What follows belongs to an exercise in optimizing a design on an open flow for small area; a production flow would make more cautious choices. The RTL was checked by simulation tests, not by an equivalence proof against the original design. Power and IR drop assume default switching activity.

<file path="flow/config.mk">
export PLATFORM = sky130hd
export DESIGN_NAME = flash_adc_encoder_top
export DESIGN_NICKNAME = flash_adc_encoder_top
export VERILOG_FILES = /design/flow/design.v
export SDC_FILE = /design/flow/constraint.sdc
export NUM_CORES = 4
export LEC_CHECK = 0
export CAP_MARGIN = 20
export CORE_AREA = 2.5 2.5 65.5 65.5
export DIE_AREA = 0 0 68 68
export SLEW_MARGIN = 20
</file>
<file path="flow/constraint.sdc">
create_clock -name core_clock -period 3.0 [get_ports {clk}]
set_input_delay 0.6000 -clock core_clock [delete_from_list [all_inputs] [get_ports {clk}]]
set_output_delay 0.6000 -clock core_clock [all_outputs]
set_load 0.01 [all_outputs]
</file>
<file path="flow/design.v">
module flash_adc_encoder_top #(parameter N = 255)(
    input               clk,
    input  [N-1:0]      therm_in,
    output reg [7:0]    code_out
);
    wire [255:0] x;
    assign x[0] = 1'b0;
    assign x[252:1] = therm_in[252:1];
    assign x[253] = 1'b0;
    assign x[254] = therm_in[254] | therm_in[253];
    assign x[255] = 1'b0;
    wire v1_0 = x[1] | x[0];
    wire v1_1 = x[3] | x[2];
    wire v1_2 = x[5] | x[4];
    wire v1_3 = x[7] | x[6];
    wire v1_4 = x[9] | x[8];
    wire v1_5 = x[11] | x[10];
    wire v1_6 = x[13] | x[12];
    wire v1_7 = x[15] | x[14];
    wire v1_8 = x[17] | x[16];
    wire v1_9 = x[19] | x[18];
    wire v1_10 = x[21] | x[20];
    wire v1_11 = x[23] | x[22];
    wire v1_12 = x[25] | x[24];
    wire v1_13 = x[27] | x[26];
    wire v1_14 = x[29] | x[28];
    wire v1_15 = x[31] | x[30];
    wire v1_16 = x[33] | x[32];
    wire v1_17 = x[35] | x[34];
    wire v1_18 = x[37] | x[36];
    wire v1_19 = x[39] | x[38];
    wire v1_20 = x[41] | x[40];
    wire v1_21 = x[43] | x[42];
    wire v1_22 = x[45] | x[44];
    wire v1_23 = x[47] | x[46];
    wire v1_24 = x[49] | x[48];
    wire v1_25 = x[51] | x[50];
    wire v1_26 = x[53] | x[52];
    wire v1_27 = x[55] | x[54];
    wire v1_28 = x[57] | x[56];
    wire v1_29 = x[59] | x[58];
    wire v1_30 = x[61] | x[60];
    wire v1_31 = x[63] | x[62];
    wire v1_32 = x[65] | x[64];
    wire v1_33 = x[67] | x[66];
    wire v1_34 = x[69] | x[68];
    wire v1_35 = x[71] | x[70];
    wire v1_36 = x[73] | x[72];
    wire v1_37 = x[75] | x[74];
    wire v1_38 = x[77] | x[76];
    wire v1_39 = x[79] | x[78];
    wire v1_40 = x[81] | x[80];
    wire v1_41 = x[83] | x[82];
    wire v1_42 = x[85] | x[84];
    wire v1_43 = x[87] | x[86];
    wire v1_44 = x[89] | x[88];
    wire v1_45 = x[91] | x[90];
    wire v1_46 = x[93] | x[92];
    wire v1_47 = x[95] | x[94];
    wire v1_48 = x[97] | x[96];
    wire v1_49 = x[99] | x[98];
    wire v1_50 = x[101] | x[100];
    wire v1_51 = x[103] | x[102];
    wire v1_52 = x[105] | x[104];
    wire v1_53 = x[107] | x[106];
    wire v1_54 = x[109] | x[108];
    wire v1_55 = x[111] | x[110];
    wire v1_56 = x[113] | x[112];
    wire v1_57 = x[115] | x[114];
    wire v1_58 = x[117] | x[116];
    wire v1_59 = x[119] | x[118];
    wire v1_60 = x[121] | x[120];
    wire v1_61 = x[123] | x[122];
    wire v1_62 = x[125] | x[124];
    wire v1_63 = x[127] | x[126];
    wire v1_64 = x[129] | x[128];
    wire v1_65 = x[131] | x[130];
    wire v1_66 = x[133] | x[132];
    wire v1_67 = x[135] | x[134];
    wire v1_68 = x[137] | x[136];
    wire v1_69 = x[139] | x[138];
    wire v1_70 = x[141] | x[140];
    wire v1_71 = x[143] | x[142];
    wire v1_72 = x[145] | x[144];
    wire v1_73 = x[147] | x[146];
    wire v1_74 = x[149] | x[148];
    wire v1_75 = x[151] | x[150];
    wire v1_76 = x[153] | x[152];
    wire v1_77 = x[155] | x[154];
    wire v1_78 = x[157] | x[156];
    wire v1_79 = x[159] | x[158];
    wire v1_80 = x[161] | x[160];
    wire v1_81 = x[163] | x[162];
    wire v1_82 = x[165] | x[164];
    wire v1_83 = x[167] | x[166];
    wire v1_84 = x[169] | x[168];
    wire v1_85 = x[171] | x[170];
    wire v1_86 = x[173] | x[172];
    wire v1_87 = x[175] | x[174];
    wire v1_88 = x[177] | x[176];
    wire v1_89 = x[179] | x[178];
    wire v1_90 = x[181] | x[180];
    wire v1_91 = x[183] | x[182];
    wire v1_92 = x[185] | x[184];
    wire v1_93 = x[187] | x[186];
    wire v1_94 = x[189] | x[188];
    wire v1_95 = x[191] | x[190];
    wire v1_96 = x[193] | x[192];
    wire v1_97 = x[195] | x[194];
    wire v1_98 = x[197] | x[196];
    wire v1_99 = x[199] | x[198];
    wire v1_100 = x[201] | x[200];
    wire v1_101 = x[203] | x[202];
    wire v1_102 = x[205] | x[204];
    wire v1_103 = x[207] | x[206];
    wire v1_104 = x[209] | x[208];
    wire v1_105 = x[211] | x[210];
    wire v1_106 = x[213] | x[212];
    wire v1_107 = x[215] | x[214];
    wire v1_108 = x[217] | x[216];
    wire v1_109 = x[219] | x[218];
    wire v1_110 = x[221] | x[220];
    wire v1_111 = x[223] | x[222];
    wire v1_112 = x[225] | x[224];
    wire v1_113 = x[227] | x[226];
    wire v1_114 = x[229] | x[228];
    wire v1_115 = x[231] | x[230];
    wire v1_116 = x[233] | x[232];
    wire v1_117 = x[235] | x[234];
    wire v1_118 = x[237] | x[236];
    wire v1_119 = x[239] | x[238];
    wire v1_120 = x[241] | x[240];
    wire v1_121 = x[243] | x[242];
    wire v1_122 = x[245] | x[244];
    wire v1_123 = x[247] | x[246];
    wire v1_124 = x[249] | x[248];
    wire v1_125 = x[251] | x[250];
    wire v1_126 = x[253] | x[252];
    wire v1_127 = x[255] | x[254];
    wire v2_0 = v1_1 | v1_0;
    wire p2_0_0 = x[3] | (~v1_1 & x[1]);
    wire v2_1 = v1_3 | v1_2;
    wire p2_1_0 = x[7] | (~v1_3 & x[5]);
    wire v2_2 = v1_5 | v1_4;
    wire p2_2_0 = x[11] | (~v1_5 & x[9]);
    wire v2_3 = v1_7 | v1_6;
    wire p2_3_0 = x[15] | (~v1_7 & x[13]);
    wire v2_4 = v1_9 | v1_8;
    wire p2_4_0 = x[19] | (~v1_9 & x[17]);
    wire v2_5 = v1_11 | v1_10;
    wire p2_5_0 = x[23] | (~v1_11 & x[21]);
    wire v2_6 = v1_13 | v1_12;
    wire p2_6_0 = x[27] | (~v1_13 & x[25]);
    wire v2_7 = v1_15 | v1_14;
    wire p2_7_0 = x[31] | (~v1_15 & x[29]);
    wire v2_8 = v1_17 | v1_16;
    wire p2_8_0 = x[35] | (~v1_17 & x[33]);
    wire v2_9 = v1_19 | v1_18;
    wire p2_9_0 = x[39] | (~v1_19 & x[37]);
    wire v2_10 = v1_21 | v1_20;
    wire p2_10_0 = x[43] | (~v1_21 & x[41]);
    wire v2_11 = v1_23 | v1_22;
    wire p2_11_0 = x[47] | (~v1_23 & x[45]);
    wire v2_12 = v1_25 | v1_24;
    wire p2_12_0 = x[51] | (~v1_25 & x[49]);
    wire v2_13 = v1_27 | v1_26;
    wire p2_13_0 = x[55] | (~v1_27 & x[53]);
    wire v2_14 = v1_29 | v1_28;
    wire p2_14_0 = x[59] | (~v1_29 & x[57]);
    wire v2_15 = v1_31 | v1_30;
    wire p2_15_0 = x[63] | (~v1_31 & x[61]);
    wire v2_16 = v1_33 | v1_32;
    wire p2_16_0 = x[67] | (~v1_33 & x[65]);
    wire v2_17 = v1_35 | v1_34;
    wire p2_17_0 = x[71] | (~v1_35 & x[69]);
    wire v2_18 = v1_37 | v1_36;
    wire p2_18_0 = x[75] | (~v1_37 & x[73]);
    wire v2_19 = v1_39 | v1_38;
    wire p2_19_0 = x[79] | (~v1_39 & x[77]);
    wire v2_20 = v1_41 | v1_40;
    wire p2_20_0 = x[83] | (~v1_41 & x[81]);
    wire v2_21 = v1_43 | v1_42;
    wire p2_21_0 = x[87] | (~v1_43 & x[85]);
    wire v2_22 = v1_45 | v1_44;
    wire p2_22_0 = x[91] | (~v1_45 & x[89]);
    wire v2_23 = v1_47 | v1_46;
    wire p2_23_0 = x[95] | (~v1_47 & x[93]);
    wire v2_24 = v1_49 | v1_48;
    wire p2_24_0 = x[99] | (~v1_49 & x[97]);
    wire v2_25 = v1_51 | v1_50;
    wire p2_25_0 = x[103] | (~v1_51 & x[101]);
    wire v2_26 = v1_53 | v1_52;
    wire p2_26_0 = x[107] | (~v1_53 & x[105]);
    wire v2_27 = v1_55 | v1_54;
    wire p2_27_0 = x[111] | (~v1_55 & x[109]);
    wire v2_28 = v1_57 | v1_56;
    wire p2_28_0 = x[115] | (~v1_57 & x[113]);
    wire v2_29 = v1_59 | v1_58;
    wire p2_29_0 = x[119] | (~v1_59 & x[117]);
    wire v2_30 = v1_61 | v1_60;
    wire p2_30_0 = x[123] | (~v1_61 & x[121]);
    wire v2_31 = v1_63 | v1_62;
    wire p2_31_0 = x[127] | (~v1_63 & x[125]);
    wire v2_32 = v1_65 | v1_64;
    wire p2_32_0 = x[131] | (~v1_65 & x[129]);
    wire v2_33 = v1_67 | v1_66;
    wire p2_33_0 = x[135] | (~v1_67 & x[133]);
    wire v2_34 = v1_69 | v1_68;
    wire p2_34_0 = x[139] | (~v1_69 & x[137]);
    wire v2_35 = v1_71 | v1_70;
    wire p2_35_0 = x[143] | (~v1_71 & x[141]);
    wire v2_36 = v1_73 | v1_72;
    wire p2_36_0 = x[147] | (~v1_73 & x[145]);
    wire v2_37 = v1_75 | v1_74;
    wire p2_37_0 = x[151] | (~v1_75 & x[149]);
    wire v2_38 = v1_77 | v1_76;
    wire p2_38_0 = x[155] | (~v1_77 & x[153]);
    wire v2_39 = v1_79 | v1_78;
    wire p2_39_0 = x[159] | (~v1_79 & x[157]);
    wire v2_40 = v1_81 | v1_80;
    wire p2_40_0 = x[163] | (~v1_81 & x[161]);
    wire v2_41 = v1_83 | v1_82;
    wire p2_41_0 = x[167] | (~v1_83 & x[165]);
    wire v2_42 = v1_85 | v1_84;
    wire p2_42_0 = x[171] | (~v1_85 & x[169]);
    wire v2_43 = v1_87 | v1_86;
    wire p2_43_0 = x[175] | (~v1_87 & x[173]);
    wire v2_44 = v1_89 | v1_88;
    wire p2_44_0 = x[179] | (~v1_89 & x[177]);
    wire v2_45 = v1_91 | v1_90;
    wire p2_45_0 = x[183] | (~v1_91 & x[181]);
    wire v2_46 = v1_93 | v1_92;
    wire p2_46_0 = x[187] | (~v1_93 & x[185]);
    wire v2_47 = v1_95 | v1_94;
    wire p2_47_0 = x[191] | (~v1_95 & x[189]);
    wire v2_48 = v1_97 | v1_96;
    wire p2_48_0 = x[195] | (~v1_97 & x[193]);
    wire v2_49 = v1_99 | v1_98;
    wire p2_49_0 = x[199] | (~v1_99 & x[197]);
    wire v2_50 = v1_101 | v1_100;
    wire p2_50_0 = x[203] | (~v1_101 & x[201]);
    wire v2_51 = v1_103 | v1_102;
    wire p2_51_0 = x[207] | (~v1_103 & x[205]);
    wire v2_52 = v1_105 | v1_104;
    wire p2_52_0 = x[211] | (~v1_105 & x[209]);
    wire v2_53 = v1_107 | v1_106;
    wire p2_53_0 = x[215] | (~v1_107 & x[213]);
    wire v2_54 = v1_109 | v1_108;
    wire p2_54_0 = x[219] | (~v1_109 & x[217]);
    wire v2_55 = v1_111 | v1_110;
    wire p2_55_0 = x[223] | (~v1_111 & x[221]);
    wire v2_56 = v1_113 | v1_112;
    wire p2_56_0 = x[227] | (~v1_113 & x[225]);
    wire v2_57 = v1_115 | v1_114;
    wire p2_57_0 = x[231] | (~v1_115 & x[229]);
    wire v2_58 = v1_117 | v1_116;
    wire p2_58_0 = x[235] | (~v1_117 & x[233]);
    wire v2_59 = v1_119 | v1_118;
    wire p2_59_0 = x[239] | (~v1_119 & x[237]);
    wire v2_60 = v1_121 | v1_120;
    wire p2_60_0 = x[243] | (~v1_121 & x[241]);
    wire v2_61 = v1_123 | v1_122;
    wire p2_61_0 = x[247] | (~v1_123 & x[245]);
    wire v2_62 = v1_125 | v1_124;
    wire p2_62_0 = x[251] | (~v1_125 & x[249]);
    wire v2_63 = v1_127 | v1_126;
    wire p2_63_0 = x[255] | (~v1_127 & x[253]);
    wire v3_0 = v2_1 | v2_0;
    wire p3_0_0 = v1_3 | (~v2_1 & v1_1);
    wire p3_0_1 = p2_1_0 | (~v2_1 & p2_0_0);
    wire v3_1 = v2_3 | v2_2;
    wire p3_1_0 = v1_7 | (~v2_3 & v1_5);
    wire p3_1_1 = p2_3_0 | (~v2_3 & p2_2_0);
    wire v3_2 = v2_5 | v2_4;
    wire p3_2_0 = v1_11 | (~v2_5 & v1_9);
    wire p3_2_1 = p2_5_0 | (~v2_5 & p2_4_0);
    wire v3_3 = v2_7 | v2_6;
    wire p3_3_0 = v1_15 | (~v2_7 & v1_13);
    wire p3_3_1 = p2_7_0 | (~v2_7 & p2_6_0);
    wire v3_4 = v2_9 | v2_8;
    wire p3_4_0 = v1_19 | (~v2_9 & v1_17);
    wire p3_4_1 = p2_9_0 | (~v2_9 & p2_8_0);
    wire v3_5 = v2_11 | v2_10;
    wire p3_5_0 = v1_23 | (~v2_11 & v1_21);
    wire p3_5_1 = p2_11_0 | (~v2_11 & p2_10_0);
    wire v3_6 = v2_13 | v2_12;
    wire p3_6_0 = v1_27 | (~v2_13 & v1_25);
    wire p3_6_1 = p2_13_0 | (~v2_13 & p2_12_0);
    wire v3_7 = v2_15 | v2_14;
    wire p3_7_0 = v1_31 | (~v2_15 & v1_29);
    wire p3_7_1 = p2_15_0 | (~v2_15 & p2_14_0);
    wire v3_8 = v2_17 | v2_16;
    wire p3_8_0 = v1_35 | (~v2_17 & v1_33);
    wire p3_8_1 = p2_17_0 | (~v2_17 & p2_16_0);
    wire v3_9 = v2_19 | v2_18;
    wire p3_9_0 = v1_39 | (~v2_19 & v1_37);
    wire p3_9_1 = p2_19_0 | (~v2_19 & p2_18_0);
    wire v3_10 = v2_21 | v2_20;
    wire p3_10_0 = v1_43 | (~v2_21 & v1_41);
    wire p3_10_1 = p2_21_0 | (~v2_21 & p2_20_0);
    wire v3_11 = v2_23 | v2_22;
    wire p3_11_0 = v1_47 | (~v2_23 & v1_45);
    wire p3_11_1 = p2_23_0 | (~v2_23 & p2_22_0);
    wire v3_12 = v2_25 | v2_24;
    wire p3_12_0 = v1_51 | (~v2_25 & v1_49);
    wire p3_12_1 = p2_25_0 | (~v2_25 & p2_24_0);
    wire v3_13 = v2_27 | v2_26;
    wire p3_13_0 = v1_55 | (~v2_27 & v1_53);
    wire p3_13_1 = p2_27_0 | (~v2_27 & p2_26_0);
    wire v3_14 = v2_29 | v2_28;
    wire p3_14_0 = v1_59 | (~v2_29 & v1_57);
    wire p3_14_1 = p2_29_0 | (~v2_29 & p2_28_0);
    wire v3_15 = v2_31 | v2_30;
    wire p3_15_0 = v1_63 | (~v2_31 & v1_61);
    wire p3_15_1 = p2_31_0 | (~v2_31 & p2_30_0);
    wire v3_16 = v2_33 | v2_32;
    wire p3_16_0 = v1_67 | (~v2_33 & v1_65);
    wire p3_16_1 = p2_33_0 | (~v2_33 & p2_32_0);
    wire v3_17 = v2_35 | v2_34;
    wire p3_17_0 = v1_71 | (~v2_35 & v1_69);
    wire p3_17_1 = p2_35_0 | (~v2_35 & p2_34_0);
    wire v3_18 = v2_37 | v2_36;
    wire p3_18_0 = v1_75 | (~v2_37 & v1_73);
    wire p3_18_1 = p2_37_0 | (~v2_37 & p2_36_0);
    wire v3_19 = v2_39 | v2_38;
    wire p3_19_0 = v1_79 | (~v2_39 & v1_77);
    wire p3_19_1 = p2_39_0 | (~v2_39 & p2_38_0);
    wire v3_20 = v2_41 | v2_40;
    wire p3_20_0 = v1_83 | (~v2_41 & v1_81);
    wire p3_20_1 = p2_41_0 | (~v2_41 & p2_40_0);
    wire v3_21 = v2_43 | v2_42;
    wire p3_21_0 = v1_87 | (~v2_43 & v1_85);
    wire p3_21_1 = p2_43_0 | (~v2_43 & p2_42_0);
    wire v3_22 = v2_45 | v2_44;
    wire p3_22_0 = v1_91 | (~v2_45 & v1_89);
    wire p3_22_1 = p2_45_0 | (~v2_45 & p2_44_0);
    wire v3_23 = v2_47 | v2_46;
    wire p3_23_0 = v1_95 | (~v2_47 & v1_93);
    wire p3_23_1 = p2_47_0 | (~v2_47 & p2_46_0);
    wire v3_24 = v2_49 | v2_48;
    wire p3_24_0 = v1_99 | (~v2_49 & v1_97);
    wire p3_24_1 = p2_49_0 | (~v2_49 & p2_48_0);
    wire v3_25 = v2_51 | v2_50;
    wire p3_25_0 = v1_103 | (~v2_51 & v1_101);
    wire p3_25_1 = p2_51_0 | (~v2_51 & p2_50_0);
    wire v3_26 = v2_53 | v2_52;
    wire p3_26_0 = v1_107 | (~v2_53 & v1_105);
    wire p3_26_1 = p2_53_0 | (~v2_53 & p2_52_0);
    wire v3_27 = v2_55 | v2_54;
    wire p3_27_0 = v1_111 | (~v2_55 & v1_109);
    wire p3_27_1 = p2_55_0 | (~v2_55 & p2_54_0);
    wire v3_28 = v2_57 | v2_56;
    wire p3_28_0 = v1_115 | (~v2_57 & v1_113);
    wire p3_28_1 = p2_57_0 | (~v2_57 & p2_56_0);
    wire v3_29 = v2_59 | v2_58;
    wire p3_29_0 = v1_119 | (~v2_59 & v1_117);
    wire p3_29_1 = p2_59_0 | (~v2_59 & p2_58_0);
    wire v3_30 = v2_61 | v2_60;
    wire p3_30_0 = v1_123 | (~v2_61 & v1_121);
    wire p3_30_1 = p2_61_0 | (~v2_61 & p2_60_0);
    wire v3_31 = v2_63 | v2_62;
    wire p3_31_0 = v1_127 | (~v2_63 & v1_125);
    wire p3_31_1 = p2_63_0 | (~v2_63 & p2_62_0);
    wire v4_0 = v3_1 | v3_0;
    wire p4_0_0 = v2_3 | (~v3_1 & v2_1);
    wire p4_0_1 = p3_1_0 | (~v3_1 & p3_0_0);
    wire p4_0_2 = p3_1_1 | (~v3_1 & p3_0_1);
    wire v4_1 = v3_3 | v3_2;
    wire p4_1_0 = v2_7 | (~v3_3 & v2_5);
    wire p4_1_1 = p3_3_0 | (~v3_3 & p3_2_0);
    wire p4_1_2 = p3_3_1 | (~v3_3 & p3_2_1);
    wire v4_2 = v3_5 | v3_4;
    wire p4_2_0 = v2_11 | (~v3_5 & v2_9);
    wire p4_2_1 = p3_5_0 | (~v3_5 & p3_4_0);
    wire p4_2_2 = p3_5_1 | (~v3_5 & p3_4_1);
    wire v4_3 = v3_7 | v3_6;
    wire p4_3_0 = v2_15 | (~v3_7 & v2_13);
    wire p4_3_1 = p3_7_0 | (~v3_7 & p3_6_0);
    wire p4_3_2 = p3_7_1 | (~v3_7 & p3_6_1);
    wire v4_4 = v3_9 | v3_8;
    wire p4_4_0 = v2_19 | (~v3_9 & v2_17);
    wire p4_4_1 = p3_9_0 | (~v3_9 & p3_8_0);
    wire p4_4_2 = p3_9_1 | (~v3_9 & p3_8_1);
    wire v4_5 = v3_11 | v3_10;
    wire p4_5_0 = v2_23 | (~v3_11 & v2_21);
    wire p4_5_1 = p3_11_0 | (~v3_11 & p3_10_0);
    wire p4_5_2 = p3_11_1 | (~v3_11 & p3_10_1);
    wire v4_6 = v3_13 | v3_12;
    wire p4_6_0 = v2_27 | (~v3_13 & v2_25);
    wire p4_6_1 = p3_13_0 | (~v3_13 & p3_12_0);
    wire p4_6_2 = p3_13_1 | (~v3_13 & p3_12_1);
    wire v4_7 = v3_15 | v3_14;
    wire p4_7_0 = v2_31 | (~v3_15 & v2_29);
    wire p4_7_1 = p3_15_0 | (~v3_15 & p3_14_0);
    wire p4_7_2 = p3_15_1 | (~v3_15 & p3_14_1);
    wire v4_8 = v3_17 | v3_16;
    wire p4_8_0 = v2_35 | (~v3_17 & v2_33);
    wire p4_8_1 = p3_17_0 | (~v3_17 & p3_16_0);
    wire p4_8_2 = p3_17_1 | (~v3_17 & p3_16_1);
    wire v4_9 = v3_19 | v3_18;
    wire p4_9_0 = v2_39 | (~v3_19 & v2_37);
    wire p4_9_1 = p3_19_0 | (~v3_19 & p3_18_0);
    wire p4_9_2 = p3_19_1 | (~v3_19 & p3_18_1);
    wire v4_10 = v3_21 | v3_20;
    wire p4_10_0 = v2_43 | (~v3_21 & v2_41);
    wire p4_10_1 = p3_21_0 | (~v3_21 & p3_20_0);
    wire p4_10_2 = p3_21_1 | (~v3_21 & p3_20_1);
    wire v4_11 = v3_23 | v3_22;
    wire p4_11_0 = v2_47 | (~v3_23 & v2_45);
    wire p4_11_1 = p3_23_0 | (~v3_23 & p3_22_0);
    wire p4_11_2 = p3_23_1 | (~v3_23 & p3_22_1);
    wire v4_12 = v3_25 | v3_24;
    wire p4_12_0 = v2_51 | (~v3_25 & v2_49);
    wire p4_12_1 = p3_25_0 | (~v3_25 & p3_24_0);
    wire p4_12_2 = p3_25_1 | (~v3_25 & p3_24_1);
    wire v4_13 = v3_27 | v3_26;
    wire p4_13_0 = v2_55 | (~v3_27 & v2_53);
    wire p4_13_1 = p3_27_0 | (~v3_27 & p3_26_0);
    wire p4_13_2 = p3_27_1 | (~v3_27 & p3_26_1);
    wire v4_14 = v3_29 | v3_28;
    wire p4_14_0 = v2_59 | (~v3_29 & v2_57);
    wire p4_14_1 = p3_29_0 | (~v3_29 & p3_28_0);
    wire p4_14_2 = p3_29_1 | (~v3_29 & p3_28_1);
    wire v4_15 = v3_31 | v3_30;
    wire p4_15_0 = v2_63 | (~v3_31 & v2_61);
    wire p4_15_1 = p3_31_0 | (~v3_31 & p3_30_0);
    wire p4_15_2 = p3_31_1 | (~v3_31 & p3_30_1);
    wire v5_0 = v4_1 | v4_0;
    wire p5_0_0 = v3_3 | (~v4_1 & v3_1);
    wire p5_0_1 = p4_1_0 | (~v4_1 & p4_0_0);
    wire p5_0_2 = p4_1_1 | (~v4_1 & p4_0_1);
    wire p5_0_3 = p4_1_2 | (~v4_1 & p4_0_2);
    wire v5_1 = v4_3 | v4_2;
    wire p5_1_0 = v3_7 | (~v4_3 & v3_5);
    wire p5_1_1 = p4_3_0 | (~v4_3 & p4_2_0);
    wire p5_1_2 = p4_3_1 | (~v4_3 & p4_2_1);
    wire p5_1_3 = p4_3_2 | (~v4_3 & p4_2_2);
    wire v5_2 = v4_5 | v4_4;
    wire p5_2_0 = v3_11 | (~v4_5 & v3_9);
    wire p5_2_1 = p4_5_0 | (~v4_5 & p4_4_0);
    wire p5_2_2 = p4_5_1 | (~v4_5 & p4_4_1);
    wire p5_2_3 = p4_5_2 | (~v4_5 & p4_4_2);
    wire v5_3 = v4_7 | v4_6;
    wire p5_3_0 = v3_15 | (~v4_7 & v3_13);
    wire p5_3_1 = p4_7_0 | (~v4_7 & p4_6_0);
    wire p5_3_2 = p4_7_1 | (~v4_7 & p4_6_1);
    wire p5_3_3 = p4_7_2 | (~v4_7 & p4_6_2);
    wire v5_4 = v4_9 | v4_8;
    wire p5_4_0 = v3_19 | (~v4_9 & v3_17);
    wire p5_4_1 = p4_9_0 | (~v4_9 & p4_8_0);
    wire p5_4_2 = p4_9_1 | (~v4_9 & p4_8_1);
    wire p5_4_3 = p4_9_2 | (~v4_9 & p4_8_2);
    wire v5_5 = v4_11 | v4_10;
    wire p5_5_0 = v3_23 | (~v4_11 & v3_21);
    wire p5_5_1 = p4_11_0 | (~v4_11 & p4_10_0);
    wire p5_5_2 = p4_11_1 | (~v4_11 & p4_10_1);
    wire p5_5_3 = p4_11_2 | (~v4_11 & p4_10_2);
    wire v5_6 = v4_13 | v4_12;
    wire p5_6_0 = v3_27 | (~v4_13 & v3_25);
    wire p5_6_1 = p4_13_0 | (~v4_13 & p4_12_0);
    wire p5_6_2 = p4_13_1 | (~v4_13 & p4_12_1);
    wire p5_6_3 = p4_13_2 | (~v4_13 & p4_12_2);
    wire v5_7 = v4_15 | v4_14;
    wire p5_7_0 = v3_31 | (~v4_15 & v3_29);
    wire p5_7_1 = p4_15_0 | (~v4_15 & p4_14_0);
    wire p5_7_2 = p4_15_1 | (~v4_15 & p4_14_1);
    wire p5_7_3 = p4_15_2 | (~v4_15 & p4_14_2);
    wire v6_0 = v5_1 | v5_0;
    wire p6_0_0 = v4_3 | (~v5_1 & v4_1);
    wire p6_0_1 = p5_1_0 | (~v5_1 & p5_0_0);
    wire p6_0_2 = p5_1_1 | (~v5_1 & p5_0_1);
    wire p6_0_3 = p5_1_2 | (~v5_1 & p5_0_2);
    wire p6_0_4 = p5_1_3 | (~v5_1 & p5_0_3);
    wire v6_1 = v5_3 | v5_2;
    wire p6_1_0 = v4_7 | (~v5_3 & v4_5);
    wire p6_1_1 = p5_3_0 | (~v5_3 & p5_2_0);
    wire p6_1_2 = p5_3_1 | (~v5_3 & p5_2_1);
    wire p6_1_3 = p5_3_2 | (~v5_3 & p5_2_2);
    wire p6_1_4 = p5_3_3 | (~v5_3 & p5_2_3);
    wire v6_2 = v5_5 | v5_4;
    wire p6_2_0 = v4_11 | (~v5_5 & v4_9);
    wire p6_2_1 = p5_5_0 | (~v5_5 & p5_4_0);
    wire p6_2_2 = p5_5_1 | (~v5_5 & p5_4_1);
    wire p6_2_3 = p5_5_2 | (~v5_5 & p5_4_2);
    wire p6_2_4 = p5_5_3 | (~v5_5 & p5_4_3);
    wire v6_3 = v5_7 | v5_6;
    wire p6_3_0 = v4_15 | (~v5_7 & v4_13);
    wire p6_3_1 = p5_7_0 | (~v5_7 & p5_6_0);
    wire p6_3_2 = p5_7_1 | (~v5_7 & p5_6_1);
    wire p6_3_3 = p5_7_2 | (~v5_7 & p5_6_2);
    wire p6_3_4 = p5_7_3 | (~v5_7 & p5_6_3);
    wire v7_0 = v6_1 | v6_0;
    wire p7_0_0 = v5_3 | (~v6_1 & v5_1);
    wire p7_0_1 = p6_1_0 | (~v6_1 & p6_0_0);
    wire p7_0_2 = p6_1_1 | (~v6_1 & p6_0_1);
    wire p7_0_3 = p6_1_2 | (~v6_1 & p6_0_2);
    wire p7_0_4 = p6_1_3 | (~v6_1 & p6_0_3);
    wire p7_0_5 = p6_1_4 | (~v6_1 & p6_0_4);
    wire v7_1 = v6_3 | v6_2;
    wire p7_1_0 = v5_7 | (~v6_3 & v5_5);
    wire p7_1_1 = p6_3_0 | (~v6_3 & p6_2_0);
    wire p7_1_2 = p6_3_1 | (~v6_3 & p6_2_1);
    wire p7_1_3 = p6_3_2 | (~v6_3 & p6_2_2);
    wire p7_1_4 = p6_3_3 | (~v6_3 & p6_2_3);
    wire p7_1_5 = p6_3_4 | (~v6_3 & p6_2_4);
    wire v8_0 = v7_1 | v7_0;
    wire p8_0_0 = v6_3 | (~v7_1 & v6_1);
    wire p8_0_1 = p7_1_0 | (~v7_1 & p7_0_0);
    wire p8_0_2 = p7_1_1 | (~v7_1 & p7_0_1);
    wire p8_0_3 = p7_1_2 | (~v7_1 & p7_0_2);
    wire p8_0_4 = p7_1_3 | (~v7_1 & p7_0_3);
    wire p8_0_5 = p7_1_4 | (~v7_1 & p7_0_4);
    wire p8_0_6 = p7_1_5 | (~v7_1 & p7_0_5);
    wire [7:0] bin_code = {v7_1, p8_0_0, p8_0_1, p8_0_2, p8_0_3, p8_0_4, p8_0_5, p8_0_6};
    always @(posedge clk) begin
        code_out <= bin_code;
    end
endmodule
</file>
<file path="flow/flow/run.sh">
#!/bin/bash
# Layout flow: the standard ORFS flow, with two changes.
#  - Synthesis maps with an area-oriented ABC script (flow/abc_area.script):
#    the same ORFS synthesis otherwise, so the registers and their names match.
#  - The port buffers are sky130_fd_sc_hd__buf_1 cells.
set -euo pipefail
cd "$(dirname "$0")/.."
rm -rf scripts_own
cp -r "$FLOW_HOME/scripts" scripts_own
cp flow/abc_area.script scripts_own/abc_area.script
bash standard.sh SCRIPTS_DIR="$PWD/scripts_own" ABC_AREA=1 \
  "BUFFER_PORTS_ARGS=-buffer_cell sky130_fd_sc_hd__buf_1" finish > standard.log 2>&1
</file>
<file path="flow/flow/abc_area.script">
strash; &get -n; &st; &nf -a -R 1000; &put; topo; stime -c
</file>
<file path="flow/standard.sh">
#!/bin/bash
# synth_recipe.tcl (not shown) runs the flow's synth.tcl, then flattens the netlist and writes it again
# the make line also repeats each setting of config.mk as NAME=value (left out here)
make -C /OpenROAD-flow-scripts/flow DESIGN_CONFIG=/design/flow/config.mk WORK_HOME=/design/flow/orfs CLKGATE_MAP_FILE= SYNTH_SCRIPT=/design/flow/synth_recipe.tcl "${@:-finish}"
</file>
==> impl_metrics.env, run 1 <==
export IMPL_synth_warning_count=1
export IMPL_outcome="stopped before the end"
export IMPL_ys_types=22
export IMPL_die_h_um=68
export IMPL_die_w_um=68
export IMPL_ys_seq_elements=8
export IMPL_stop_error="[ERROR PPL-0024] Number of IO pins (264) exceeds maximum number of available positions (236). Increase the die perimeter from 272.00um to 359.04um."
export IMPL_synth_nets=655
export IMPL_start_util_pct=57.3
export IMPL_yosysSeqAreaShare_pct=7.14
export IMPL_rows=23
export IMPL_synth_cells=399
export IMPL_stop_stage="I/O pin placement"
export IMPL_syn_area_per_cell_um2=5.62
export IMPL_netlist_area_um2=2240
synth_stat cells (all sizes together):
| master | count | share of area, % |
|---|---|---|
| and3 | 1 | 0.28 |
| nand4 | 6 | 1.7 |
| nor2 | 100 | 17 |
| nand3 | 3 | 0.67 |
| a2111oi | 1 | 0.39 |
| a21boi | 2 | 0.67 |
| o221ai | 18 | 7.0 |
| dfxtp | 8 | 7.1 |
| o21bai | 4 | 1.3 |
| a221oi | 16 | 6.2 |
| nor4b | 25 | 9.8 |
| o211ai | 2 | 0.67 |
| o31a | 3 | 1.2 |
| o21ai | 64 | 14 |
| and2 | 2 | 0.56 |
| and4 | 2 | 0.78 |
| a211oi | 2 | 0.67 |
| a21o | 3 | 1.0 |
| nor4 | 7 | 2.0 |
| nand2 | 38 | 6.4 |
| or3 | 1 | 0.28 |
| a21oi | 91 | 20 |
kinds of logic after synthesis:
kind of cell | Yosys count | share of synthesized area, %
DFF | 8 | 7.14
AOI/OAI and AO/OA | 206 | 53.8
and+or+nand+nor | 185 | 39.1
==> inputs of run 2 (changes only) <==
--- a/flow/config.mk
+++ b/flow/config.mk
@@ -6,6 +6,6 @@
 export NUM_CORES = 4
 export LEC_CHECK = 0
 export CAP_MARGIN = 20
-export CORE_AREA = 2.5 2.5 65.5 65.5
-export DIE_AREA = 0 0 68 68
+export CORE_AREA = 2.5 2.5 107.5 107.5
+export DIE_AREA = 0 0 110 110
 export SLEW_MARGIN = 20
==> run 2 against run 1 <==
Area after synthesis unchanged. Synthesized cell count did not move. Now clean on timing, DRC and antenna.
==> impl_metrics.env, run 2 <==
export IMPL_outcome="complete, no violations"
export IMPL_grt_max_degree=9
export IMPL_core_area_um2=10800
export IMPL_cts_setup_buffers=0
export IMPL_finalHoldViolations=0
export IMPL_htreeDepth=1
export IMPL_switching_power_uw=206
export IMPL_postCtsHoldBufs=0
export IMPL_netlist_area_um2=2240
export IMPL_largest_register_ffs=8
export IMPL_grt_pass1_wl_mm=15.6
export IMPL_synth_edff_count=0
export IMPL_clkPwrFrac_pct=23.4
export IMPL_syn_area_per_cell_um2=5.62
export IMPL_rsz0062_at_grt="no"
export IMPL_syn_to_final_growth_pct=59.2
export IMPL_gp_congestion=0.909
export IMPL_switching_share_pct=38.0
export IMPL_fin_crit_ns=2.41
export IMPL_critPathKind="in2reg"
export IMPL_wl_per_cell_um=13.0
export IMPL_io_pin_count=264
export IMPL_drive_gt1_share_pct=2.94
export IMPL_cts_buffers_inserted=3
export IMPL_powerDensity_nw_per_um2=152
export IMPL_route_detailed_drc=0
export IMPL_final_antenna_net_count=0
export IMPL_worst_pin_slew_ns=0.676
export IMPL_synth_top_area_share_pct=20.3
export IMPL_postPlaceCellArea_um2=3530
export IMPL_num_vias=4069
export IMPL_yosysSeqAreaShare_pct=7.14
export IMPL_drv_cap=0
export IMPL_synth_most_common_cell="nor2_1"
export IMPL_grt_pass1_vias=3619
export IMPL_ir_drop_mv=0.0522
export IMPL_rows=38
export IMPL_post_cts_resize_count=0
export IMPL_final_cell_mix="buf_1 (262), nor2_1 (100), a21oi_1 (91)"
export IMPL_instances_no_fill=821
export IMPL_cp_data_required_time_ns=3.14
export IMPL_fin_setup_tns_ns=0
export IMPL_place_ws_ns=0.347
export IMPL_synthArstFlopShare_pct=0
export IMPL_antenna_found_initial=0
export IMPL_place_inst=818
export IMPL_critical_path_max_stage_delay_ns=0.43
export IMPL_antenna_cells=0
export IMPL_final_max_slew_viol_count=0
export IMPL_top_register="code_out"
export IMPL_fin_nets=939
export IMPL_ys_seq_elements=8
export IMPL_cts_tree="built"
export IMPL_max_slew_margin_pct=54.3
export IMPL_die_h_um=110
export IMPL_fmax_mhz=415
export IMPL_synth_warning_count=1
export IMPL_fin_ws_ns=0.593
export IMPL_portBuffers=262
export IMPL_power_share_sequential_pct=20.2
export IMPL_hold_path_class="in2reg"
export IMPL_drt_iter0_drc=158
export IMPL_grtUsageTotal_pct=16.1
export IMPL_fin_crit_sh_pct=80.2
export IMPL_wl_mm=10.7
export IMPL_synth_area_top_cells="a21oi_1 (20%), nor2_1 (17%), o21ai_0 (14%)"
export IMPL_top_regs="code_out (8)"
export IMPL_crit_chain="buf_1 > or3_1 > nor4b_1 > nand2_1 > nor2_1 > and2_0 > nand2_1 > o211ai_1"
export IMPL_die_area_um2=12100
export IMPL_die_w_um=110
export IMPL_synthFlopType="dfxtp_1"
export IMPL_path_max_fanout=8
export IMPL_hpwl_mm=9.84
export IMPL_synth_cells=399
export IMPL_synth_nets=655
export IMPL_yosysTopAreaCell="a21oi_1"
export IMPL_clkSlewWorstSetupHoldPaths_ns=0.04
export IMPL_slowest_stage="or3_1"
export IMPL_viasPerCell=4.96
export IMPL_final_common_cell="buf_1"
export IMPL_cts_root_buf="clkbuf_8"
export IMPL_grt_overflow=0
export IMPL_start_util_pct=20.8
export IMPL_p_int_uw=335
export IMPL_setup_violations=0
export IMPL_cts_buffer_depth=2
export IMPL_clock_sink_count=8
export IMPL_endpoint_kind="register"
export IMPL_p_leak_nw=1.07
export IMPL_cp_common_cell="nand2_1"
export IMPL_synth_common_cells="nor2_1 (100), a21oi_1 (91), o21ai_0 (64)"
export IMPL_drt_pass1_iterations=4
export IMPL_p_comb_share_pct=56.4
export IMPL_ys_types=22
export IMPL_final_cell_area_um2=3570
export IMPL_worstSetupStartpointType="primary input"
export IMPL_cp_arrival_ns=2.55
==> run 2: cell counts after synthesis <==
No cell type changed its count.
==> run 2: routing by layer <==
metal	global-route usage [%]	vias up	share of wire, %
li1	-	2153	-
met1	20.1	1752	44
met2	29.5	154	48
met3	1.98	10	6.6
met4	3.21	0	1.0
met5	0	-	0
==> run 2: logic make-up (layout without fill, tap and decap cells) <==
family | Yosys count | in the layout | synth area share (%)
simple gates | 185 | 185 | 39.1
flops | 8 | 8 | 7.14
buf+inv | 0 | 282 | 0
compound gates | 206 | 206 | 53.8
==> run 2: critical path, delay by kind of cell <==
family          cells  cell delay (ns)
compound gates      1             0.23
simple gates        6             1.65
buf+inv             1             0.07
==> run 2: through the flow <==
| step | power, mW | utilization, % | hold WS, ns |
|---|---|---|---|
| after floorplan | 0.239 | - | 0.817 |
| after global placement | 0.414 | 32.7 | 1.01 |
| after detailed placement | 0.416 | 32.7 | 1.01 |
| after CTS | 0.547 | 33.1 | 0.797 |
| after global routing | 0.598 | 33.1 | 0.870 |
| final | 0.541 | 33.1 | 0.811 |
==> run 2: worst paths after layout <==
check,from,end,slack (ns),cells after the start
worst min-delay path,therm_in[253],code_out[1],0.81,5
worst max-delay path,therm_in[253],code_out[5],0.59,8
==> run 2: cell type report <==
type                            count  area (µm²)
Fill cell                        1233        7220
Multi-Input combinational cell    391        2080
Timing Repair Buffer              279        1110
Tap cell                          140         175
Sequential cell                     8         160
Clock buffer                        3        41.3
==> run 2: power groups by stage <==
stage / clock, mW / sequential, mW / combinational (mW)
2_1_floorplan: 0 / 0.112 / 0.127
3_3_place_gp: 0 / 0.111 / 0.303
3_5_place_dp: 0 / 0.111 / 0.305
4_1_cts: 0.131 / 0.109 / 0.307
5_1_grt: 0.136 / 0.109 / 0.353
6_report: 0.126 / 0.109 / 0.305
==> inputs of run 3 (changes only) <==
--- a/flow/config.mk
+++ b/flow/config.mk
@@ -7,5 +7,7 @@
 export LEC_CHECK = 0
 export CAP_MARGIN = 20
 export CORE_AREA = 2.5 2.5 107.5 107.5
+export CTS_BUF_LIST = sky130_fd_sc_hd__clkbuf_2
 export DIE_AREA = 0 0 110 110
+export GPL_TIMING_DRIVEN = 0
 export SLEW_MARGIN = 20
==> run 3 against run 2 <==
Worst hold slack got worse by 0.10 ns. Setup slack got worse by 0.36 ns. Total power decreased by 9.9%. Die area unchanged. Wire length unchanged. Combinational power about the same. Critical path depth unchanged. Critical path type unchanged. Largest cell class unchanged. Largest power group unchanged.
==> impl_metrics.env, run 3 <==
export IMPL_synth_common_cells="nor2_1 (100), a21oi_1 (91), o21ai_0 (64)"
export IMPL_wl_per_cell_um=13.3
export IMPL_cp_arrival_ns=2.93
export IMPL_ys_types=22
export IMPL_die_area_um2=12100
export IMPL_finalPower_uw=487
export IMPL_critPathKind="in2reg"
export IMPL_synth_most_common_cell="nor2_1"
export IMPL_cp_common_cell="nand2_1"
export IMPL_start_util_pct=20.8
export IMPL_outcome="complete, no violations"
export IMPL_p_leak_nw=0.995
export IMPL_synth_area_top_cells="a21oi_1 (20%), nor2_1 (17%), o21ai_0 (14%)"
export IMPL_viasPerCell=5.06
export IMPL_top_regs="code_out (8)"
export IMPL_final_max_slew_viol_count=0
export IMPL_synth_warning_count=1
export IMPL_critical_path_max_stage_delay_ns=0.44
export IMPL_antenna_found_initial=0
export IMPL_synthArstFlopShare_pct=0
export IMPL_ir_drop_mv=0.0439
export IMPL_synth_top_area_share_pct=20.3
export IMPL_drv_cap=0
export IMPL_grtUsageTotal_pct=16.1
export IMPL_finalHoldViolations=0
export IMPL_synth_edff_count=0
export IMPL_fin_ws_ns=0.232
export IMPL_crit_buf_inv=1
export IMPL_portBuffers=262
export IMPL_wl_mm=10.7
export IMPL_route_detailed_drc=0
export IMPL_syn_to_final_growth_pct=55.1
export IMPL_fin_nets=922
export IMPL_top_register="code_out"
export IMPL_gp_congestion=0.860
export IMPL_path_max_fanout=8
export IMPL_clock_sink_count=8
export IMPL_num_vias=4072
export IMPL_worstSetupStartpointType="primary input"
export IMPL_yosysTopAreaCell="a21oi_1"
export IMPL_die_w_um=110
export IMPL_final_common_cell="buf_1"
export IMPL_grt_pass1_wl_mm=15.6
export IMPL_synthFlopType="dfxtp_1"
export IMPL_final_cell_mix="buf_1 (262), nor2_1 (99), a21oi_1 (91)"
export IMPL_fin_crit_sh_pct=92.3
export IMPL_crit_chain="buf_1 > or3_1 > nor4b_2 > nand2_1 > nor2_2 > and2_2 > nand2_1 > o21ai_0"
export IMPL_endpoint_kind="register"
export IMPL_yosysSeqAreaShare_pct=7.14
export IMPL_core_area_um2=10800
export IMPL_rsz0062_at_grt="no"
export IMPL_cts_buffer_depth=2
export IMPL_cp_data_required_time_ns=3.16
export IMPL_hpwl_mm=9.62
export IMPL_antenna_cells=0
export IMPL_drt_iter0_drc=217
export IMPL_cts_buffers_inserted=3
export IMPL_slowest_stage="nor4b_2"
export IMPL_worst_pin_slew_ns=0.970
export IMPL_grt_pass1_vias=3546
export IMPL_grt_overflow=0
export IMPL_place_inst=801
export IMPL_cts_setup_buffers=0
export IMPL_fmax_mhz=361
export IMPL_cts_root_buf="clkbuf_2"
export IMPL_setup_violations=0
export IMPL_rows=38
export IMPL_place_ws_ns=-0.703
export IMPL_powerDensity_nw_per_um2=140
export IMPL_ys_seq_elements=8
export IMPL_drive_gt1_share_pct=1.96
export IMPL_drt_pass1_iterations=6
export IMPL_crit_family="simple AND/OR/NAND/NOR gates"
export IMPL_netlist_area_um2=2240
export IMPL_synth_cells=399
export IMPL_grt_max_degree=9
export IMPL_fin_crit_ns=2.77
export IMPL_final_antenna_net_count=0
export IMPL_synth_nets=655
export IMPL_largest_register_ffs=8
export IMPL_io_pin_count=264
export IMPL_syn_area_per_cell_um2=5.62
export IMPL_max_slew_margin_pct=34.4
export IMPL_htreeDepth=1
export IMPL_cts_tree="built"
export IMPL_instances_no_fill=804
export IMPL_die_h_um=110
export IMPL_hold_path_class="in2reg"
export IMPL_clkSlewWorstSetupHoldPaths_ns=0.10
[run 3: cell counts after synthesis]
No cell type changed its count.
[run 3: where the power goes]
group          total [mW]  internal (mW)  switching, mW
Combinational       0.308          0.140          0.168
Sequential          0.108          0.108       0.000443
Clock              0.0706         0.0273         0.0433
[run 3: stage by stage]
stage	TNS (ns)	hold slack (ns)	instance area, µm²	utilization [%]
2_1_floorplan	0	0.817	2240	-
3_3_place_gp	-5.03	1.00	3400	31.5
3_5_place_dp	-5.04	0.995	3400	31.5
4_1_cts	0	0.725	3440	31.9
5_1_grt	0	0.718	3480	32.2
6_report	0	0.707	3480	32.2
[run 3: cell families after synthesis]
group,count (synthesis),share of synthesized area [%]
AOI/OAI and AO/OA,206,53.8
DFF,8,7.14
and+or+nand+nor,185,39.1
[run 3: path summary, 6_finish.rpt]
path,start,end,slack [ns],cells past startpoint
worst min-delay path,therm_in[224],code_out[5],0.71,5
worst max-delay path,therm_in[253],code_out[6],0.23,8
[run 3: area by class of cell]
| type | instances | area (µm²) |
|---|---|---|
| Fill cell | 1270 | 7310 |
| Sequential cell | 8 | 160 |
| Timing Repair Buffer | 262 | 983 |
| Tap cell | 140 | 175 |
| Multi-Input combinational cell | 391 | 2140 |
| Clock buffer | 3 | 15.0 |
[run 3: routing by layer]
metal | share of wire (%) | global-route usage, % | up-vias | wire length [µm]
met5 | 0 | 0 | - | 0
met4 | 0.61 | 3.04 | 0 | 65
met3 | 7.0 | 1.63 | 4 | 747
met2 | 48 | 29.4 | 151 | 5180
met1 | 44 | 20.6 | 1803 | 4720
li1 | - | - | 2114 | -
[run 3: repair_timing]
action | 4_1_cts | 5_1_grt
hold buffers | 0 | 0
endpoints found under the setup margin | 8 | 8
resized for setup | 5 | 7
==> inputs of run 4 (changes only) <==
--- a/flow/config.mk
+++ b/flow/config.mk
@@ -7,7 +7,9 @@
 export LEC_CHECK = 0
 export CAP_MARGIN = 20
 export CORE_AREA = 2.5 2.5 107.5 107.5
-export CTS_BUF_LIST = sky130_fd_sc_hd__clkbuf_2
+export CTS_BUF_LIST = sky130_fd_sc_hd__clkbuf_4
+export CTS_CLUSTER_DIAMETER = 200
+export CTS_CLUSTER_SIZE = 8
 export DIE_AREA = 0 0 110 110
 export GPL_TIMING_DRIVEN = 0
 export SLEW_MARGIN = 20
==> run 4 against run 3 <==
Via count did not move. Synthesized cell count unchanged. Total power is 3.9% higher. First-iteration DRC count stayed put. Flip-flop and latch count is the same. Combinational power hardly changed. Critical endpoint unchanged. Worst hold slack got worse by 0.012 ns. Sequential share of layout area barely moved. Die area unchanged. Still clean. Global-route usage is the same.
==> impl_metrics.env, run 4 <==
export IMPL_outcome="complete, no violations"
export IMPL_core_area_um2=10800
export IMPL_synth_cells=399
export IMPL_cp_arrival_ns=2.93
export IMPL_netlist_area_um2=2240
export IMPL_antenna_cells=0
export IMPL_fin_nets=922
export IMPL_clkSlewWorstSetupHoldPaths_ns=0.06
export IMPL_synth_area_top_cells="a21oi_1 (20%), nor2_1 (17%), o21ai_0 (14%)"
export IMPL_wl_mm=10.7
export IMPL_final_cell_area_um2=3490
export IMPL_antenna_found_initial=0
export IMPL_powerDensity_nw_per_um2=145
export IMPL_synth_compound_area_share_pct=53.8
export IMPL_grtUsageTotal_pct=16.1
export IMPL_yosysTopAreaCell="a21oi_1"
export IMPL_fmax_mhz=363
export IMPL_largest_register_ffs=8
export IMPL_finalPower_uw=506
export IMPL_final_common_cell="buf_1"
export IMPL_cts_tree="built"
export IMPL_place_ws_ns=-0.703
export IMPL_fin_crit_sh_pct=91.9
export IMPL_rows=38
export IMPL_cts_buffer_depth=2
export IMPL_die_w_um=110
export IMPL_synth_simple_area_share_pct=39.1
export IMPL_fin_crit_ns=2.76
export IMPL_drt_pass1_iterations=6
export IMPL_ys_types=22
export IMPL_postPlaceCellArea_um2=3400
export IMPL_drv_cap=0
export IMPL_critPathKind="in2reg"
export IMPL_finalHoldViolations=0
export IMPL_cts_buffers_inserted=3
export IMPL_num_vias=4072
export IMPL_hpwl_mm=9.62
export IMPL_grt_pass1_vias=3546
export IMPL_synth_fa_ha_area_share_pct=0
export IMPL_synthArstFlopShare_pct=0
export IMPL_path_max_fanout=8
export IMPL_clock_sink_count=8
export IMPL_syn_to_final_growth_pct=55.5
export IMPL_synth_most_common_cell="nor2_1"
export IMPL_synth_nets=655
export IMPL_final_cell_mix="buf_1 (262), nor2_1 (99), a21oi_1 (91)"
export IMPL_worst_hold_slack_ns=0.694
export IMPL_rsz0062_at_grt="no"
export IMPL_drt_iter0_drc=217
export IMPL_ir_drop_mv=0.0440
export IMPL_htreeDepth=1
export IMPL_start_util_pct=20.8
export IMPL_cts_setup_buffers=0
export IMPL_grt_overflow=0
export IMPL_synth_edff_count=0
export IMPL_max_slew_margin_pct=34.4
export IMPL_endpoint_kind="register"
export IMPL_yosysSeqAreaShare_pct=7.14
export IMPL_die_h_um=110
export IMPL_worst_pin_slew_ns=0.970
export IMPL_synth_xor_area_share_pct=0
export IMPL_die_area_um2=12100
export IMPL_synth_warning_count=1
export IMPL_route_detailed_drc=0
export IMPL_synth_area_mux_share_pct=0
export IMPL_ys_seq_elements=8
export IMPL_cts_root_buf="clkbuf_4"
export IMPL_drive_gt1_share_pct=1.96
export IMPL_final_util_pct=32.3
export IMPL_setup_violations=0
export IMPL_p_leak_nw=0.996
export IMPL_syn_area_per_cell_um2=5.62
export IMPL_top_register="code_out"
export IMPL_portBuffers=262
export IMPL_synthFlopType="dfxtp_1"
export IMPL_fin_ws_ns=0.244
export IMPL_cp_data_required_time_ns=3.18
export IMPL_grt_pass1_wl_mm=15.6
export IMPL_worstSetupStartpointType="primary input"
export IMPL_gp_congestion=0.860
export IMPL_viasPerCell=5.06
export IMPL_hold_path_class="in2reg"
export IMPL_wl_per_cell_um=13.3
export IMPL_io_pin_count=264
export IMPL_synth_top_area_share_pct=20.3
export IMPL_final_antenna_net_count=0
export IMPL_final_max_slew_viol_count=0
export IMPL_synth_top_family_by_area="compound AO/OA/AOI/OAI gates"
export IMPL_grt_max_degree=9
export IMPL_top_regs="code_out (8)"
export IMPL_synth_common_cells="nor2_1 (100), a21oi_1 (91), o21ai_0 (64)"
[run 4: layout make-up]
class | count | area, µm²
fillers | 1269 | 7310
repair buffers | 262 | 983
well taps | 140 | 175
clock buffers | 3 | 22.5
flip-flops and latches | 8 | 160
multi-input cells | 391 | 2140
[run 4: final timing paths]
| check | startpoint | endpoint | slack (ns) | cells past startpoint |
|---|---|---|---|---|
| worst max-delay path | therm_in[253] | code_out[6] | 0.24 | 8 |
| worst min-delay path | therm_in[224] | code_out[5] | 0.69 | 5 |
[run 4: where the power goes]
part	internal [mW]	switching (mW)	leakage, nW
Clock	0.0462	0.0433	0.0138
Combinational	0.140	0.168	0.917
Sequential	0.108	0.000443	0.0652
[run 4: worst max-delay path, cell delays in order]
cell	delay (ns)
buf_1	0.07
or3_1	0.43
nor4b_2	0.44
nand2_1	0.25
nor2_2	0.30
and2_2	0.31
nand2_1	0.26
o21ai_0	0.26
[run 4: kinds of logic (layout without fill, tap and decap cells)]
| family | count (synthesis) | in the layout |
|---|---|---|
| and+or+nand+nor | 185 | 185 |
| DFF | 8 | 8 |
| AOI/OAI and AO/OA | 206 | 206 |
| buffers and inverters | 0 | 265 |
[run 4: metal layers]
metal / global-route usage, % / share of wire (%)
met1: 20.6 / 44
met2: 29.4 / 48
met3: 1.63 / 7.0
met4: 3.04 / 0.64
met5: 0 / 0
[run 4: per-stage QoR]
stage | cells | TNS [ns]
finish | 804 | 0
CTS | 804 | 0
global placement | 801 | -5.03
detailed placement | 801 | -5.04
floorplan | 399 | 0
global route | 804 | 0
[run 4: timing repair]
item,CTS,global route
endpoints found under the setup margin,8,8
hold buffers,0,0
resized for setup,5,7

==> afterwards: timing with drivers on the ports <==
How much do the figures lean on ideal ports? The routed layouts below were timed once more, with nothing changed but the port constraints.
Step 1 sets driving cells, clkbuf_16 on the clock port and buf_2 on the other inputs (assumed; they add their load-dependent delay and slew).
Step 2, shift: input delay + t, output delay - t, t = (earliest + latest rising clock arrival at the registers) / 2. This alone moves slack from input paths to output paths.
Slacks: no drivers / after step 1 / after step 2; pairs: no drivers / after step 1.
run	t, ns	setup WS [ns]	latest minus earliest clock arrival (ns)	slew at the worst register clock pin (ns)	cell pins on the clock port's net
run 2	0.252	0.593 / 0.602 / 0.350	0.002 / 0.002	0.04 / 0.04	1
run 3	0.268	0.232 / 0.239 / -0.028	0.001 / 0.001	0.10 / 0.10	1
run 4	0.285	0.244 / 0.251 / -0.034	0.002 / 0.002	0.06 / 0.06	1
Met with ideal ports but missed after step 2: setup timing in run 3 and run 4. The setup slack of run 4, which loses most, moves by +0.007 ns with the drivers and by -0.278 ns with both steps.
